From an optimization exercise on the open Yosys and OpenROAD flow, aimed at small area, a short achievable clock period and few clock cycles per item; shortcuts taken in it are not production practice.
At most, simulation tests tie the RTL to the original design; equivalence was not proved.

==> module cordic_core, before the edit <==
module cordic_core (
	input             clk, rst, en,
	input      [15:0] z,
	input      [15:0] q,
	output     [3:0]  addr,
	output reg        done,
	output     [15:0] x, y
);
	localparam [15:0] A0 = 16'h3244, X0 = 16'h26dd;
	reg               busy;
	reg        [3:0]  n;
	reg signed [15:0] xr, yr, zr;
	reg               inr;     
	reg               dn;      
	reg        [4:0]  zs;      
	wire accept = en & ~busy;
	wire inr_v  = (zr[15:10] == 6'b000000) | (zr[15:10] == 6'b111111);
	wire signed [15:0] ysh = yr >>> n;
	wire signed [15:0] xsh = xr >>> n;
	wire        [15:0] oy = ysh ^ {16{~dn}};
	wire        [15:0] ox = xsh ^ {16{dn}};
	wire        [15:0] qa = ({16{zs[0]}} & 16'h1dac) | ({16{zs[1]}} & 16'h0fae) |
	                        ({16{zs[2]}} & 16'h07f5) | ({16{zs[3]}} & 16'h03ff);
	wire        [15:0] oz = qa ^ {16{~dn}};
	wire        [16:0] sx = {xr, 1'b1} + {oy, ~dn};
	wire        [16:0] sy = {yr, 1'b1} + {ox, dn};
	wire        [16:0] sz = {zr, 1'b1} + {oz, ~dn};
	wire [15:0] z1 = z[15] ? z + A0 : z - A0;
	always @(posedge clk) begin
		if (accept) begin
			xr <= X0;
			yr <= z[15] ? -X0 : X0;
			zr <= z1;
			dn <= z1[15];
			n  <= 4'd1;
			zs <= 5'b00001;
		end else begin
			xr <= sx[16:1];
			yr <= sy[16:1];
			zr <= (|zs[3:0]) ? sz[16:1] : {zr[15], zr[13:0], 1'b0};
			n  <= n + 4'd1;
			zs <= {zs[3:0], 1'b0};
			if (|zs[3:0])
				dn <= sz[16];
			else if (zs[4] ? inr_v : inr)
				dn <= ~zr[9];
			else
				dn <= zr[15];
		end
		if (zs[4])
			inr <= inr_v;
	end
	always @(posedge clk, posedge rst) begin
		if (rst) begin
			busy <= 1'b0;
			done <= 1'b0;
		end else begin
			busy <= accept | (busy & (n != 4'd14));
			done <= busy & (n == 4'd14);
		end
	end
	assign addr = n;
	assign x = xr;
	assign y = yr;
endmodule
clock: 6.0 ns
lec_check: 0
abc_area: 1
cap_margin: 20
core_margin: 2
core_utilization: 60
gpl_timing_driven: 1
setup_slack_margin: 2.8
slew_margin: 20
run.sh (not shown) runs the stock make flow with config.mk's settings and CLKGATE_MAP_FILE= SYNTH_SCRIPT=/design/flow/synth_recipe.tcl, a recipe that flattens the netlist after the stock synthesis.
The first run went through all stages and came out clean.
==> next run, changes <==
--- a/flow/design.v
+++ b/flow/design.v
@@ -13,53 +13,75 @@
 	input      [15:0] q,
 	output     [3:0]  addr,
 	output reg        done,
 	output     [15:0] x, y
 );
-	localparam [15:0] A0 = 16'h3244, X0 = 16'h26dd;
 	reg               busy;
 	reg        [3:0]  n;
 	reg signed [15:0] xr, yr, zr;
 	reg               inr;     
 	reg               dn;      
-	reg        [4:0]  zs;      
+	reg        [2:0]  kd;      
+	reg        [3:0]  zs;      
 	wire accept = en & ~busy;
 	wire inr_v  = (zr[15:10] == 6'b000000) | (zr[15:10] == 6'b111111);
+	function lt;
+		input [15:0] a, c;
+		integer i;
+		begin
+			lt = 1'b0;
+			for (i = 0; i < 16; i = i + 1)
+				if (c[i] ^ (i == 15))
+					lt = ~(a[i] ^ (i == 15)) | lt;
+				else
+					lt = ~(a[i] ^ (i == 15)) & lt;
+		end
+	endfunction
+	wire d0 = z[15];
+	wire d1 = d0 ? lt(z, -16'sd12868) : lt(z, 16'sd12868);
+	wire d2 = d0 ? (d1 ? lt(z, -16'sd20464) : lt(z, -16'sd5272))
+	             : (d1 ? lt(z,  16'sd5272)  : lt(z,  16'sd20464));
+	wire [15:0] x2 = (d1 == d0) ? (d0 ? 16'h136e : 16'h136f) : (d0 ? 16'h3a4c : 16'h3a4b);
+	wire [15:0] y2 = d1 ? (d0 ? 16'hc5b5 : 16'h136f) : (d0 ? 16'hec91 : 16'h3a4b);
+	wire [15:0] kz = (kd == 3'd0) ? 16'ha062 : (kd == 3'd1) ? 16'h04ea :
+	                 (kd == 3'd2) ? 16'hdbba : (kd == 3'd3) ? 16'h4042 :
+	                 (kd == 3'd4) ? 16'hbfbe : (kd == 3'd5) ? 16'h2446 :
+	                 (kd == 3'd6) ? 16'hfb16 : 16'h5f9e;
 	wire signed [15:0] ysh = yr >>> n;
 	wire signed [15:0] xsh = xr >>> n;
 	wire        [15:0] oy = ysh ^ {16{~dn}};
 	wire        [15:0] ox = xsh ^ {16{dn}};
-	wire        [15:0] qa = ({16{zs[0]}} & 16'h1dac) | ({16{zs[1]}} & 16'h0fae) |
-	                        ({16{zs[2]}} & 16'h07f5) | ({16{zs[3]}} & 16'h03ff);
-	wire        [15:0] oz = qa ^ {16{~dn}};
+	wire        [15:0] qa = ({16{zs[1]}} & 16'h07f5) | ({16{zs[2]}} & 16'h03ff);
+	wire        [15:0] oz = zs[0] ? kz : (qa ^ {16{~dn}});
+	wire               cz = ~zs[0] & ~dn;
 	wire        [16:0] sx = {xr, 1'b1} + {oy, ~dn};
 	wire        [16:0] sy = {yr, 1'b1} + {ox, dn};
-	wire        [16:0] sz = {zr, 1'b1} + {oz, ~dn};
-	wire [15:0] z1 = z[15] ? z + A0 : z - A0;
+	wire        [16:0] sz = {zr, 1'b1} + {oz, cz};
 	always @(posedge clk) begin
 		if (accept) begin
-			xr <= X0;
-			yr <= z[15] ? -X0 : X0;
-			zr <= z1;
-			dn <= z1[15];
-			n  <= 4'd1;
-			zs <= 5'b00001;
+			xr <= x2;
+			yr <= y2;
+			zr <= z;
+			dn <= d2;
+			n  <= 4'd2;
+			zs <= 4'b0001;
 		end else begin
 			xr <= sx[16:1];
 			yr <= sy[16:1];
-			zr <= (|zs[3:0]) ? sz[16:1] : {zr[15], zr[13:0], 1'b0};
+			zr <= (|zs[2:0]) ? sz[16:1] : {zr[15], zr[13:0], 1'b0};
 			n  <= n + 4'd1;
-			zs <= {zs[3:0], 1'b0};
-			if (|zs[3:0])
+			zs <= {zs[2:0], 1'b0};
+			if (|zs[2:0])
 				dn <= sz[16];
-			else if (zs[4] ? inr_v : inr)
+			else if (zs[3] ? inr_v : inr)
 				dn <= ~zr[9];
 			else
 				dn <= zr[15];
 		end
-		if (zs[4])
+		if (zs[3])
 			inr <= inr_v;
+		kd <= {d2, d1, d0};    
 	end
 	always @(posedge clk, posedge rst) begin
 		if (rst) begin
 			busy <= 1'b0;
 			done <= 1'b0;
=>
- The changed run went through all stages and came out clean
- utilization went up by 0.22 points
- via count came out higher slightly
- die area shrinks by a few percent
- wire length went up by a few percent
- clock-buffer cell count rose by 4
Testbench counts after the change, summed over its fixed seeds: cycles 33,600, items 2,400.
For the first run of this note, only the layout was checked, not whether the RTL still works.

-- separate check: timing with driven ports --
No port has a modelled driver above. Below, the same layouts with a new extraction and two added sets of constraints. Step 1, drivers: a clkbuf_16 drives clk and a buf_2 each remaining input, both assumed. Step 2 also shifts input and output timing later by t, the mid clock arrival at the registers, as if the neighbouring blocks saw the same clock. a / b / c = ideal / step 1 / step 2; a / b = the first two.
run | t (ns) | setup slack, ns | worst setup path at the end | clock arrival spread, ns | worst data-port slew with drivers (ns)
the first run | 0.402 | 2.887 / 2.887 / 2.576 | input to register | 0.017 / 0.017 | 0.04
the second run | 0.406 | 2.943 / 2.943 / 2.591 | input to register | 0.022 / 0.022 | 0.03
After both steps setup and hold are still met in every run listed. The setup slack of the second run, which loses most, moves by 0.000 ns with the drivers and by -0.352 ns with both steps.
